This is an optimization exercise on Yosys and OpenROAD, whose aim is small area, a short achievable clock period and few clock cycles, not a production implementation.
The RTL was checked by simulation tests, not by an equivalence proof against the original design.
Power is estimated from default activity; no workload was simulated.

### design/flow/standard.sh
#!/bin/bash
# synth_recipe.tcl (not shown) runs the flow's synth.tcl, then flattens the netlist and writes it again
# the make line also repeats each setting of config.mk as NAME=value (left out here)
make -C /OpenROAD-flow-scripts/flow DESIGN_CONFIG=/design/flow/config.mk WORK_HOME=/design/flow/orfs CLKGATE_MAP_FILE= SYNTH_SCRIPT=/design/flow/synth_recipe.tcl "${@:-finish}"
### design/flow/constraint.sdc
create_clock -name core_clock -period 6.0 [get_ports {clk}]
set_input_delay 1.2000 -clock core_clock [delete_from_list [all_inputs] [get_ports {clk}]]
set_output_delay 1.2000 -clock core_clock [all_outputs]
set_load 0.01 [all_outputs]
### design/flow/design.v
module mult_accelerator (
	input clk,
	output read_n,
	output write_n,
	output chipselect,
	input waitrequest,
	output [31:0] address,
	output [1:0] byteenable,
	input readdatavalid,
	input [15:0] readdata,
	output [15:0] writedata,
	input reset_n
);
assign byteenable = 2'b11;
assign chipselect = 1'b1;
localparam [15:0] PIX1 = 16'd1,     W1 = 16'd50,    R1 = 16'd39250,
                  PIX2 = 16'd39450, W2 = 16'd39463, R2 = 16'd49463;
localparam [5:0] PLAST1 = PIX1[5:0] + 6'd48, PLAST2 = PIX2[5:0] + 6'd12;
localparam [9:0] RLAST1 = R1[9:0] + 10'd199, RLAST2 = R2[9:0] + 10'd199;
localparam [2:0] S_POLL = 3'd0, S_RUN = 3'd1, S_END = 3'd2, S_WR = 3'd3,
                 S_FL0 = 3'd4, S_FLAG = 3'd5;
reg [2:0]  state;
reg        layer2;       
reg        cmd;          
reg        rd, wr;       
reg [15:0] aq;           
reg        cp;           
reg [3:0]  cg;           
reg [5:0]  pa;           
reg        pdone;        
reg        vcur, vnxt;   
reg [15:0] pcur, pnxt;
reg [3:0]  rm;           
reg [15:0] gptr;         
reg [9:0]  ra;           
reg        rl;           
reg        t1p, t2p, t1w, t2w;  
reg [3:0]  t1g, t2g;     
reg        clr;          
reg [4:0]  y01, y23;     
reg        yv;           
reg [5:0]  acc_lo;
reg [7:0]  acc_hi;
assign read_n = !rd;
assign write_n = !wr;
assign address = {2'b11, 13'd0, aq, 1'b0};
assign writedata = {{2{acc_hi[7]}}, acc_hi, acc_lo};
wire adv = !(rd || wr) || !waitrequest;
wire [9:0] phi = layer2 ? PIX2[15:6] : PIX1[15:6];
wire [5:0] plo = layer2 ? PIX2[5:0] : PIX1[5:0];
wire acc_done = !t1w && !t2w && !yv;
function [3:0] need;
	input [15:0] w;
	need = {|w[3:0], |w[7:4], |w[11:8], |w[15:12]};
endfunction
wire can_w = vcur && (rm != 4'd0);
wire cur_free = vcur && (rm == 4'd0);            
wire cur_p = rd && cp;
wire can_p = !pdone && !(can_w && (vnxt || t1p || t2p || cur_p) ||
                         vnxt && (t1p || t2p || cur_p) ||
                         t1p && (t2p || cur_p) ||
                         t2p && cur_p);
wire [3:0] kbit = {rm[3] && rm[2:0] == 3'd0, rm[2] && rm[1:0] == 2'd0, rm[1] && !rm[0], rm[0]};
wire rm_one = !(rm[0] && (rm[1] || rm[2] || rm[3]) || rm[1] && (rm[2] || rm[3]) || rm[2] && rm[3]);
wire [3:0] knib = ({4{kbit[0]}} & pcur[15:12]) | ({4{kbit[1]}} & pcur[11:8]) |
                  ({4{kbit[2]}} & pcur[7:4])   | ({4{kbit[3]}} & pcur[3:0]);
wire [1:0] gl = gptr[1:0];
wire [1:0] klo = {gl[1] ^ kbit[2] ^ kbit[3] ^ (gl[0] && (kbit[1] || kbit[3])), gl[0] ^ kbit[1] ^ kbit[3]};
wire kcy = gl == 2'd1 ? kbit[3] : gl == 2'd2 ? (kbit[2] || kbit[3]) : gl == 2'd3 ? !kbit[0] : 1'b0;
wire [13:0] ghi1 = gptr[15:2] + 14'd1;
wire [15:0] waddr = {kcy ? ghi1 : gptr[15:2], klo};
wire l2last = layer2 && pdone && !t1p && !t2p && !cur_p && !vnxt;
wire [15:0] gnext = l2last ? {gl[1] ? ghi1 : gptr[15:2], !gl[1], gl[0]} : {ghi1, gl};
wire row_left = !pdone || t1p || t2p || (rd && cp) || vnxt || can_w;
wire run_sel = (state == S_RUN) || (state == S_WR && !rl);
wire cp_sel = (run_sel || state == S_END && !acc_done) && can_p;
wire cw_sel = run_sel && !can_p && can_w;
wire wr_sel = (state == S_END && acc_done) || state == S_FL0;
wire choose_p = adv && cp_sel;
wire choose_w = adv && cw_sel;
wire rel = cur_free;
always @(posedge clk) begin
	if (!reset_n) begin
		state <= S_POLL;
		rd <= 1'b0;
		wr <= 1'b0;
	end else if (state == S_POLL && cmd) begin
		state <= S_RUN;
		rd <= 1'b0;
	end else if (adv) begin
		rd <= cp_sel || cw_sel || state == S_POLL;
		wr <= wr_sel;
		case (state)
			S_RUN: if (!row_left) state <= S_END;
			S_END: if (acc_done) state <= S_WR;
			S_WR: state <= rl ? S_FL0 : S_RUN;
			S_FL0: state <= S_FLAG;
			S_FLAG: state <= S_POLL;
			default: state <= S_POLL;
		endcase
	end
end
always @(posedge clk)
	if (adv) begin
		aq <= cp_sel ? {phi, pa} :
		      cw_sel ? waddr :
		      (state == S_END) ? {layer2 ? R2[15:10] : R1[15:10], ra} : 16'd0;
		cp <= cp_sel;
		cg <= knib;
	end
always @(posedge clk) begin
	if (!reset_n) begin
		cmd <= 1'b0;
		t1p <= 1'b0;
		t2p <= 1'b0;
		t1w <= 1'b0;
		t2w <= 1'b0;
	end else begin
		cmd <= (state == S_POLL) && !cmd && readdatavalid &&
		       (&readdata[15:2]) && (readdata[1] ^ readdata[0]);
		t2p <= t1p;
		t2w <= t1w;
		t1p <= !waitrequest && rd && cp && state != S_POLL;
		t1w <= !waitrequest && rd && !cp && state != S_POLL;
	end
	t2g <= t1g;
	t1g <= cg;
end
wire pin_last = layer2 && pdone && !t1p && !cur_p;
wire [15:0] pin = {readdata[15:8], pin_last ? 8'd0 : readdata[7:0]};
always @(posedge clk) begin
	if (state == S_POLL) begin
		if (readdatavalid && !cmd)
			layer2 <= readdata[0];
		vcur <= 1'b0;
		vnxt <= 1'b0;
		pa <= plo;
		pdone <= 1'b0;
		ra <= layer2 ? R2[9:0] : R1[9:0];
		gptr <= layer2 ? W2 : W1;
	end else begin
		if (choose_p) begin
			pa <= pa + 6'd1;
			pdone <= (pa == (layer2 ? PLAST2 : PLAST1));
		end
		if (state == S_RUN && adv && !row_left) begin
			pa <= plo;
			pdone <= 1'b0;
		end
		if (choose_w)
			rm <= rm & ~kbit;
		if (rel)
			gptr <= gnext;
		if (rel || !vcur) begin
			if (vnxt) begin
				pcur <= pnxt;
				rm <= need(pnxt);
				vcur <= 1'b1;
				vnxt <= t2p;
				pnxt <= pin;
			end else begin
				pcur <= pin;
				rm <= need(pin);
				vcur <= t2p;
			end
		end else if (t2p) begin
			pnxt <= pin;
			vnxt <= 1'b1;
		end
		if (state == S_END && adv && acc_done) begin
			ra <= ra + 10'd1;
			rl <= (ra == (layer2 ? RLAST2 : RLAST1));
		end
	end
end
wire arr_wt = t2w;
wire [3:0] g = t2g;
wire [3:0] o0 = g[0] ? {~readdata[3],  readdata[2:0]}   : 4'd8;
wire [3:0] o1 = g[1] ? {~readdata[7],  readdata[6:4]}   : 4'd8;
wire [3:0] o2 = g[2] ? {~readdata[11], readdata[10:8]}  : 4'd8;
wire [3:0] o3 = g[3] ? {~readdata[15], readdata[14:12]} : 4'd8;
wire [7:0] lo_sum = acc_lo + {yv, y01} + y23;
reg [1:0] cr;     
reg       yd;     
always @(posedge clk) begin
	clr <= (state == S_POLL && cmd) || (state == S_WR && adv);
	y01 <= arr_wt ? o0 + o1 : 5'd0;
	y23 <= arr_wt ? o2 + o3 : 5'd0;
	yv <= arr_wt;
	if (clr || state == S_FL0) begin
		acc_lo <= {6{state == S_FL0}};
		acc_hi <= {8{state == S_FL0}};
		cr <= 2'd0;
		yd <= 1'b0;
	end else begin
		acc_lo <= lo_sum[5:0];
		acc_hi <= acc_hi + cr - yd;
		cr <= lo_sum[7:6];
		yd <= yv;
	end
end
endmodule
### design/flow/flow/run.sh
#!/bin/bash
# Standard layout, with plain buffers on the ports and a clock tree without
# dummy balancing loads.
set -e
cat >> config.mk <<'CFG'
export BUFFER_PORTS_ARGS = -buffer_cell sky130_fd_sc_hd__buf_2
export CTS_ARGS = -sink_clustering_enable -repair_clock_nets -buf_list sky130_fd_sc_hd__clkbuf_8 -dont_use_dummy_load
CFG
bash standard.sh > standard.log 2>&1
### design/flow/config.mk
export PLATFORM = sky130hd
export DESIGN_NAME = mult_accelerator
export DESIGN_NICKNAME = mult_accelerator
export VERILOG_FILES = /design/flow/design.v
export SDC_FILE = /design/flow/constraint.sdc
export NUM_CORES = 4
export LEC_CHECK = 0
export CAP_MARGIN = 20
export CORE_MARGIN = 2
export CORE_UTILIZATION = 65
export CTS_BUF_LIST = sky130_fd_sc_hd__clkbuf_8
export PLACE_DENSITY = 0.75
export SETUP_SLACK_MARGIN = 3.8
export SLEW_MARGIN = 20
export BUFFER_PORTS_ARGS = -buffer_cell sky130_fd_sc_hd__buf_2
export CTS_ARGS = -sink_clustering_enable -repair_clock_nets -buf_list sky130_fd_sc_hd__clkbuf_8 -dont_use_dummy_load
==> reports/results.tsv <==
stage	metric	value	unit
die	Die Area	12400	µm²
drt	DR vias/cell	6.15	
setup_path	CP cell instances	buf_6, o41ai_4, and3_4, nand3_4, nand2_4, mux2_2	
clock_tree	Clock Latency Late Sink	440	ps
setup_path	CP delay by family, top	compound AO/OA/AOI/OAI gates	
die	I/O pin count	73	
drt	post-route ant nets	0	
layout	Nets	828	
placed_design	IO Port Bufs	53	
yosys	Post-synth ARST share	0	
placed_design	post-detail-place hpwl	11400	µm
yosys	Mapped Cells	699	
clock_tree	CTS tree	built	
drt	DR WL/cell	18.7	µm
setup_path	Critical Path Source Type	flip-flop	
yosys	post-synth top area share	0.365	
layout	Post-Layout Cell Count	914	
setup_path	Worst path max stage delay	500	ps
setup_path	critical path type	flip-flop to flip-flop	
yosys	sequential element share of the synthesized area	0.499	
layout	ant diodes	0	
timing	Worst-Margin Slew	659	ps
timing	final setup violation count	0	
yosys	Yosys reg bits	141	
yosys	YS warnings	1	
global_route	initial antenna violation count	0	
setup_path	CP bufs+invs	1	
setup_path	Worst R2R Path Depth	6	
placed_design	Placer Congestion	0.880	
layout	synth-to-layout area growth	13.1	%
yosys	number of synthesized flops with an enable pin	91	
timing	RSZ-0062 raised after global routing	yes	
clock_tree	H-tree depth	4	
yosys	synth top area cells	edfxtp_1, dfxtp_1, ha_1	
timing	f_max	453	MHz
die	Die Height	111	µm
timing	Slew HR	0.560	
drt	drt first pass iters	7	
flow_run	max-cap violations	0	
drt	final wirelength	17100	µm
placed_design	Inst Count DP	862	
global_route	total track usage	0.281	
yosys	cell taking the most area after synthesis	edfxtp_1	
setup_path	R2R Setup Slk	3790	ps
worst_hold_path	endpoint of the worst hold path	t2g[1]	
setup_path	critical path required time	6180	ps
yosys	Synth cell types	64	
global_route	gr ovfl total	0	
pwr	maximum VDD drop	0.290	mV
timing	fin. max-slew vios	0	
global_route	GRT busiest layer	met2	
timing	period utilization	0.368	
global_route	met2 Usage GRT	0.465	
worst_hold_path	HP Class	flip-flop to flip-flop	
yosys	cell area after synthesis	7480	µm²
timing	Final min period	2210	ps
pwr	total power	2.52	mW
die	initial core utilization	0.661	
global_route	global-route wire length before repair	27400	µm
worst_hold_path	Hold Path Stages	0	
setup_path	CP arrival	2380	ps
setup_path	Critical Path Fanout Max	7	
timing	Fin Setup TNS	0	ps
setup_path	reg2reg end	pa[3]	
die	std cell rows	39	
drt	number of DRC markers in iteration 0	490	
pwr	pwr dens	297	nW/µm²
clock_tree	clock root buffer	clkbuf_8	
timing	skew final	19.1	ps
setup_path	Critical R2R Launch	rm[2]	
layout	Layout fillers	799	
global_route	number of global-route vias before repair	5507	
timing	Final Hold Viols	0	
layout	layout cells sized above 1	0.232	
worst_hold_path	Hold Crit Start	t1g[1]	
global_route	largest net degree at the start of global routing	34	
yosys	Post-synth top cells	edfxtp_1, dfxtp_1, nand2_1, nor2_1, o21ai_0	
die	core box area	11300	µm²
global_route	grt met3 use	0.0672	
drt	vias	5624	
yosys	Main synth FF type	edfxtp_1	
die	die width	111	µm
setup_path	Critical Path Slowest Stage Cell	o41ai_4	
clock_tree	clk sinks	141	
global_route	met1 Use GR	0.373	
yosys	Mapped Avg Cell Area	10.7	µm²
drt	drt drc	0	
pwr	Leakage	3.22	nW
clock_tree	clk slew on worst S/H paths	80	ps
clock_tree	Max Root-Sink Buffers	2	
yosys	count leader, synth	edfxtp_1	
status	status	finished clean	
setup_path	Worst setup EP type	flip-flop	
clock_tree	CTS Buf Count	17	
how the worst max path moves through the flow:
stage	endpoint	cells after the start	from	slack [ps]
after floorplan	pa[1]	6	waitrequest	3400
after global placement	pa[4]	6	waitrequest	2900
after detailed placement	pa[5]	6	waitrequest	2780
after CTS	aq[5]	6	rm[1]	3800
after global routing	pa[3]	6	rm[2]	3710
final	pa[3]	6	rm[2]	3790
cell type report:
type / instances / area [µm²] / share of cell area
sequential: 141 / 3740 / 0.442
inverter: 34 / 135 / 0.0160
multi-input combinational: 490 / 3600 / 0.426
tap: 143 / 179 / 0.0211
timing repair buffer: 87 / 557 / 0.0658
timing repair inverter: 2 / 12.5 / 0.00148
clock buffer: 17 / 234 / 0.0277
registers in the layout, summed over array words and instances (netlist names), 2 cells and up:
signal  count
y23         5
aq         16
pcur       16
acc_lo      6
t2g         4
ra         10
y01         5
rm          4
gptr       16
acc_hi      8
t1g         4
pnxt       16
state       3
pa          6
cr          2
cg          4
cells in the final DEF (no fill, tap or decap), types with 17 or more instances in the layout:
cell	instances
nand2_1	45
a21oi_1	30
mux2_2	17
buf_4	29
conb_1	19
buf_2	53
and2_1	25
clkbuf_8	17
o21ai_0	32
edfxtp_1	91
dfxtp_1	47
nor2_1	43
xnor2_1	25
ha_1	22
inv_1	29
through the flow:
stage	hold WS [ps]	util	worst slack, ps	cell area, µm²
CTS	333	0.733	3800	8300
global placement	314	0.687	2900	7780
finish	332	0.747	3790	8460
global route	342	0.747	3710	8460
floorplan	310	-	3400	7630
detailed placement	315	0.687	2780	7780
report_power, final:
part / internal (mW) / total (mW) / switching [mW]
logic: 0.334 / 0.734 / 0.400
clock network: 0.249 / 0.540 / 0.291
registers: 1.15 / 1.24 / 0.0910
cells by family (layout without fill, tap and decap cells):
| group | after synthesis | in the layout | synth area share |
|---|---|---|---|
| muxes | 24 | 24 | 0.0353 |
| AOI/OAI and AO/OA | 140 | 140 | 0.125 |
| DFF | 141 | 141 | 0.499 |
| adders and majority gates | 35 | 35 | 0.0675 |
| xor gates and xnor gates | 40 | 40 | 0.0468 |
| and+or+nand+nor | 231 | 232 | 0.168 |
| buffers and inverters | 86 | 140 | 0.0573 |
| other | 2 | 19 | 0.00100 |
metal layers:
metal / up-vias / part of all wire
met5: - / 0
met4: 0 / 0.022
met3: 37 / 0.085
met2: 271 / 0.49
met1: 2691 / 0.40
li1: 2625 / -
what timing repair did:
action                                  CTS  global route
resized for setup                        20            27
setup buffers                            25             7
endpoints found under the setup margin  134            54
pin swaps                                 5             6
hold buffers                              0             0
cloned                                    3             0
Testbench counts, summed over its fixed seeds: cycles 420,833.

static timing again, ports no longer ideal:
The results above use ideal ports. As a check the final layout listed here was re-extracted and re-timed, cells and wires unchanged.
Step 1, drivers: a clkbuf_16 drives clk and a buf_2 each remaining input, both assumed.
Step 2 times the ports against the registers' clock, not the clock port: input delays grow and output delays shrink by t, the midpoint of the rising clock arrivals with the driver on.
Three values: ideal ports, drivers, drivers and shift; two values: the first two.
t, ns: 0.465
setup slack, ns: 3.794 / 3.794 / 3.390
pins driven straight from the clock port: 1
After both steps setup and hold are still met in this run. The setup slack of this run moves by 0.000 ns with the drivers and by -0.404 ns with both steps.
